This design comes from an exercise in tuning for small area, a short achievable clock period and few clock cycles on the open sky130 flow, not from production work. Function was checked by simulation only, so behaviour that the tests miss may differ from the original. Power and IR drop assume default switching activity.

run A:
==> flow/design.v <==
`timescale 1ns / 1ps
module knn_distance_cal (
    input             clk,
    input             rst_n,
    input      [63:0] train_data,
    input             train_label,
    input             sample_valid,
    input      [63:0] test_data,
    output     [7:0]  distance_o,
    output            label_o,
    output            valid_o
    );
    function [8:0] addnot(input [7:0] a, input [7:0] b);
        reg [7:0] g, t, G, T;
        integer i, j, k;
        begin
            g = a & ~b;
            t = a | ~b;
            G = g;
            T = t;
            for (k = 0; k < 3; k = k + 1)
                for (i = 0; i < 8; i = i + 1)
                    if (i & (1 << k)) begin
                        j = ((i >> k) << k) - 1;
                        G[i] = G[i] | (T[i] & G[j]);
                        T[i] = T[i] & T[j];
                    end
            addnot[0] = ~(a[0] ^ b[0]);
            for (i = 1; i < 8; i = i + 1)
                addnot[i] = ~(a[i] ^ b[i]) ^ G[i-1];
            addnot[8] = G[7];
        end
    endfunction
    reg  [71:0] s_q;                   
    reg         label_q;
    reg         valid_q;
    reg  [71:0] s_d;
    integer f;
    always @(*)
        for (f = 0; f < 8; f = f + 1)
            s_d[f*9 +: 9] = addnot(train_data[f*8 +: 8], test_data[f*8 +: 8]);
    always @(posedge clk) begin
        s_q     <= s_d;
        label_q <= train_label;
        if (!rst_n) valid_q <= 1'b0;
        else        valid_q <= sample_valid;
    end
    function gt9(input [8:0] a, input [8:0] b);
        integer j;
        reg r;
        begin
            r = 1'b0;
            for (j = 0; j < 9; j = j + 1)
                r = (a[j] & ~b[j]) | ((a[j] | ~b[j]) & r);
            gt9 = r;
        end
    endfunction
    function [8:0] max2(input [8:0] a, input [8:0] b);
        max2 = gt9(a, b) ? a : b;
    endfunction
    function [8:0] key(input [8:0] cs);
        key = {cs[7:0] ^ {8{~cs[8]}}, cs[8]};
    endfunction
    wire [8:0] k0   = max2(key(s_q[ 8: 0]), key(s_q[17: 9]));
    wire [8:0] k1   = max2(key(s_q[26:18]), key(s_q[35:27]));
    wire [8:0] k2   = max2(key(s_q[44:36]), key(s_q[53:45]));
    wire [8:0] k3   = max2(key(s_q[62:54]), key(s_q[71:63]));
    wire [8:0] k01  = max2(k0, k1);
    wire [8:0] k23  = max2(k2, k3);
    wire [7:0] d01  = k01[8:1] + k01[0];
    wire [7:0] d23  = k23[8:1] + k23[0];
    wire [7:0] cheb = gt9(k01, k23) ? d01 : d23;
    reg [7:0] cheb_q;
    reg       label_q2;
    reg       valid_q2;
    always @(posedge clk) begin
        cheb_q   <= cheb;
        label_q2 <= label_q;
        if (!rst_n) valid_q2 <= 1'b0;
        else        valid_q2 <= valid_q;
    end
    assign distance_o = cheb_q;
    assign label_o    = label_q2;
    assign valid_o    = valid_q2;
endmodule
`timescale 1ns / 1ps
module knn_distance_comporator #(
    parameter K = 5
    )
    (
    input             clk,
    input             rst_n,
    input      [7:0]  distance_i,
    input             label_i,
    input             valid_i,         
    input             clear_i,         
    input             show_i,          
    output reg        valid_o,
    output reg        label_o
    );
    reg [8*K-1:0] ndist;               
    reg [K-1:0]   lab;
    reg [8*K-1:0] ndist_d;
    reg [K-1:0]   lab_d;
    reg [K-1:0]   lt;                  
    reg [K-1:0]   take_prev, take_new, keep;
    wire          clr = ~rst_n | clear_i;
    function lt8(input [7:0] a, input [7:0] b);
        integer j;
        reg r;
        begin
            r = 1'b0;
            for (j = 0; j < 8; j = j + 1)
                r = (~a[j] & b[j]) | ((~a[j] | b[j]) & r);
            lt8 = r;
        end
    endfunction
    function [7:0] top_dist(input integer i);
        top_dist = ~ndist[8*i +: 8];
    endfunction
    integer i;
    always @(*) begin
        for (i = 0; i < K; i = i + 1)
            lt[i] = valid_i & lt8(distance_i, top_dist(i));
        for (i = 0; i < K; i = i + 1) begin
            take_prev[i] = ~clr & (i > 0 ? lt[i > 0 ? i-1 : 0] : 1'b0);
            take_new[i]  = ~clr & lt[i] & (i > 0 ? ~lt[i > 0 ? i-1 : 0] : 1'b1);
            keep[i]      = ~clr & ~lt[i];
        end
        for (i = 0; i < K; i = i + 1) begin
            ndist_d[8*i +: 8] = ({8{take_prev[i]}} & (i > 0 ? ndist[8*(i > 0 ? i-1 : 0) +: 8] : 8'h00))
                              | ({8{take_new[i]}}  & ~distance_i)
                              | ({8{keep[i]}}      & ndist[8*i +: 8]);
            lab_d[i] = (take_prev[i] & (i > 0 ? lab[i > 0 ? i-1 : 0] : 1'b0))
                     | (take_new[i]  & label_i)
                     | (keep[i]      & lab[i]);
        end
    end
    reg [2:0] sum4;
    reg       last;
    always @(*) begin
        sum4 = 3'd0;
        for (i = 0; i < K-1; i = i + 1)
            sum4 = sum4 + lab[i];
        last = lt[K-1] ? label_i : lab[K-1];
    end
    wire vote = (sum4 > (K/2)) | ((sum4 == (K/2)) & last);
    always @(posedge clk) begin
        ndist <= ndist_d;
        lab   <= lab_d;
        if (!rst_n) begin
            valid_o <= 1'b0;
            label_o <= 1'b0;
        end else begin
            valid_o <= show_i;
            label_o <= show_i & vote;
        end
    end
endmodule
`timescale 1ns / 1ps
module knn_top #(
    parameter DATA_WIDTH = 8,
    parameter FEATURES   = 8,
    parameter K          = 5
    )(
    input                           clk                 ,
    input                           rst_n               ,
    input [DATA_WIDTH*FEATURES-1:0] train_data          ,
    input                           train_label         ,
    input                           data_valid          ,
    input                           training_done       ,
    input [DATA_WIDTH*FEATURES-1:0] test_data           ,
    output                          predicted_valid_o   ,
    output                          predicted_label_o
    );
    wire [7:0] distance;
    wire       label;
    wire       dvalid;
    reg td1;
    always @(posedge clk) begin
        if (!rst_n) td1 <= 1'b0;
        else        td1 <= training_done;
    end
    knn_distance_cal knn_distance_cal_inst (
        .clk          (clk                          ),
        .rst_n        (rst_n                        ),
        .train_data   (train_data                   ),
        .train_label  (train_label                  ),
        .sample_valid (data_valid & ~training_done  ),
        .test_data    (test_data                    ),
        .distance_o   (distance                     ),
        .label_o      (label                        ),
        .valid_o      (dvalid                       )
    );
    knn_distance_comporator #(
        .K (K)
    ) knn_distance_comparator_inst (
        .clk        (clk                                ),
        .rst_n      (rst_n                              ),
        .distance_i (distance                           ),
        .label_i    (label                              ),
        .valid_i    (dvalid                             ),
        .clear_i    (predicted_valid_o & ~training_done ),
        .show_i     (training_done & td1                ),
        .valid_o    (predicted_valid_o                  ),
        .label_o    (predicted_label_o                  )
    );
endmodule
export LEC_CHECK = 0
export CAP_MARGIN = 20
export CORE_MARGIN = 2
export CORE_UTILIZATION = 65
export CTS_BUF_LIST = sky130_fd_sc_hd__clkbuf_8
export CTS_CLUSTER_DIAMETER = 80
export CTS_CLUSTER_SIZE = 40
export SLEW_MARGIN = 20
create_clock -name core_clock -period 21.0 [get_ports {clk}]
standard.sh (not shown) runs the stock make flow with config.mk's settings and CLKGATE_MAP_FILE= SYNTH_SCRIPT=/design/flow/synth_recipe.tcl, a recipe that flattens the netlist after the stock synthesis.
==> flow/flow/run.sh <==
#!/bin/bash
set -euo pipefail
bash standard.sh synth > synth.log 2>&1
bash standard.sh SETUP_SLACK_MARGIN=15.5 TNS_END_PERCENT=100 \
    BUFFER_PORTS_ARGS="-buffer_cell sky130_fd_sc_hd__buf_1"  finish > layout.log 2>&1
Run A ended with every stage complete and zero timing, DRC or antenna violations.
Testbench counts of run A, summed over its fixed seeds: cycles 49,352.
Inputs modified between run A and run B:
- a deleted CTS_CLUSTER_DIAMETER that had been 80
- a deleted CTS_CLUSTER_SIZE that had been 40
- a deleted CTS_BUF_LIST that had been sky130_fd_sc_hd__clkbuf_8
- a change of CORE_UTILIZATION from 65 to 75
### Flow results
Run B has completed all stages; timing, DRC and antenna checks passed.
Run B: via count higher than run A
Fraction of final layout cells sized beyond drive strength 1, run B and run A: higher on run B
From run A to run B the numbers moved as follows: per-cell routed wire length grew by 57%; routed wire length grew by about 54%; overall power grew by 130 µW; wire length of the first global-routing pass grew by 22%.
Run B vs. run A: part of the power in combinational logic went down 1.5 points, clock-buffer cell count went up 7, global-route usage went up 10 points.
## Diff of input files: run C against run B
- CTS_BUF_LIST now sky130_fd_sc_hd__clkbuf_4, previously not set
- CTS_CLUSTER_DIAMETER now 80, previously not set
- CORE_UTILIZATION now 82, was 75
- CTS_CLUSTER_SIZE now 40, previously not set
--- outcome ---
Run C: it failed during 5_1_grt, and the tool reported GRT-0232. Post-placement setup slack in run C is 0.13 ns below run B. Compare run B and run C | die boundary height higher: run B. Run B → run C: buffers inserted during post-CTS setup optimization dropped 4; die extent in x now sits lower.
Edits applied to the flow inputs when going from run C to run D:
- swapping sky130_fd_sc_hd__clkbuf_4 for sky130_fd_sc_hd__clkbuf_8 in CTS_BUF_LIST
- swapping 82 for 65 in CORE_UTILIZATION
==> flow/flow/run.sh <==
#!/bin/bash
set -euo pipefail
bash standard.sh synth > synth.log 2>&1
bash standard.sh SETUP_SLACK_MARGIN=16 TNS_END_PERCENT=100 \
    BUFFER_PORTS_ARGS="-buffer_cell sky130_fd_sc_hd__buf_1"  finish > layout.log 2>&1
[summary]
- The flow ran to completion for all of run D and run C but run C, which stopped partway.
- Run C did not make it past 5_1_grt, where a tool error ended it.
- Run C has lower number of placement rows than run D.
- ~same average cell area after synthesis in run D and run C
- Against run C, worst setup timing slack at the placement stage in run D came out better.
- Per the comparison of run D with run C, cell count after placement up about 3%; die width saw an increase; starting utilization of the core area moved down.
- Taking run D as 1.0, run C lands at 0.34 on post-cts resize count.
- Total of buffers placed on input and output ports: run C vs run D identical
- Comparing run D against run C, there is no change at all in maximum clock insertion buffer count.

========
the previous run:
Starts from the design.v that is shown in full above.
==> flow/config.mk <==
export PLATFORM = sky130hd
export DESIGN_NAME = knn_top
export DESIGN_NICKNAME = knn_top
export VERILOG_FILES = /design/flow/design.v
export SDC_FILE = /design/flow/constraint.sdc
export NUM_CORES = 4
export LEC_CHECK = 0
export CAP_MARGIN = 20
export CORE_MARGIN = 2
export CORE_UTILIZATION = 65
export CTS_BUF_LIST = sky130_fd_sc_hd__clkbuf_8
export CTS_CLUSTER_DIAMETER = 80
export CTS_CLUSTER_SIZE = 40
export SLEW_MARGIN = 20
==> flow/constraint.sdc <==
create_clock -name core_clock -period 21.0 [get_ports {clk}]
set_input_delay 4.2000 -clock core_clock [delete_from_list [all_inputs] [get_ports {clk}]]
set_output_delay 4.2000 -clock core_clock [all_outputs]
set_load 0.01 [all_outputs]
==> flow/flow/run.sh <==
#!/bin/bash
# Standard ORFS layout, with two changes to how it is made (the SDC, the clock
# period and the standard synthesis are the standard flow's, unchanged):
#  - port buffers are sky130_fd_sc_hd__buf_1 instead of the delay buffer that
#    buffer_ports picks by default;
#  - timing repair aims for extra setup slack (SETUP_SLACK_MARGIN), so that the
#    achieved period, not just the 21 ns clock, is what repair works on.
set -euo pipefail
bash standard.sh synth > synth.log 2>&1
bash standard.sh SETUP_SLACK_MARGIN=15.5 TNS_END_PERCENT=100 \
    BUFFER_PORTS_ARGS="-buffer_cell sky130_fd_sc_hd__buf_1"  finish > layout.log 2>&1
Testbench counts of the previous run, summed over its fixed seeds: cycles 49,352.
Relative to the previous run, the following input files were edited for the current run:
Settings: CTS_BUF_LIST now sky130_fd_sc_hd__clkbuf_4, was sky130_fd_sc_hd__clkbuf_8; CORE_UTILIZATION now 75, was 65.
==> flow/flow/run.sh <==
#!/bin/bash
set -euo pipefail
bash standard.sh synth > synth.log 2>&1
bash standard.sh SETUP_SLACK_MARGIN=15.5 TNS_END_PERCENT=40 \
    BUFFER_PORTS_ARGS="-buffer_cell sky130_fd_sc_hd__buf_1"  finish > layout.log 2>&1
--- outcome ---
Est. power | the current run vs the previous run | the current run lower
The current run vs the previous run, instance count: the current run lower
test_data[32] as the launching element of the worst setup path was reported by the previous run, and test_data[24] by the current run.
From the previous run to the current run the numbers moved as follows: insertion delay of the later-clocked pin in the worst-skew pair rose by 0.10 ns, delay of the slowest critical-path stage barely changed, non-clock buffering overhead in the final layout now smaller, post-synthesis register bit count essentially unchanged, number of fill cells in the layout lost about 28%.
| signal arrival time at the worst endpoint | higher: the current run |

==> separate check: timing with driven ports <==
Ports are ideal in the flow. The routed layouts listed here were re-timed in OpenROAD. Step 1: set_driving_cell puts a clkbuf_16 on clk and a buf_2 on each other input, an assumption about the parent block. Step 2 moves the port delays by t, midway between the first and last clock arrival at a register: inputs arrive t later, outputs are due t later. That takes back most of the time a late clock gives input paths. Slacks: ideal / step 1 / step 2; pairs: ideal / step 1.
run | t (ns) | slack for setup (ns) | worst data-port slew with drivers (ns) | pins driven straight from the clock port
run A | 0.490 | 15.561 / 15.573 / 15.083 | 0.05 | 1
run B | 0.470 | 15.188 / 15.169 / 14.699 | 0.07 | 1
run D | 0.469 | 15.557 / 15.536 / 15.068 | 0.05 | 1
the previous run | 0.490 | 15.561 / 15.573 / 15.083 | 0.05 | 1
the current run | 0.582 | 15.528 / 15.530 / 14.948 | 0.06 | 1
After both steps every run listed still meets setup and hold. The setup slack of the current run, which loses most, moves by +0.002 ns with the drivers and by -0.580 ns with both steps.
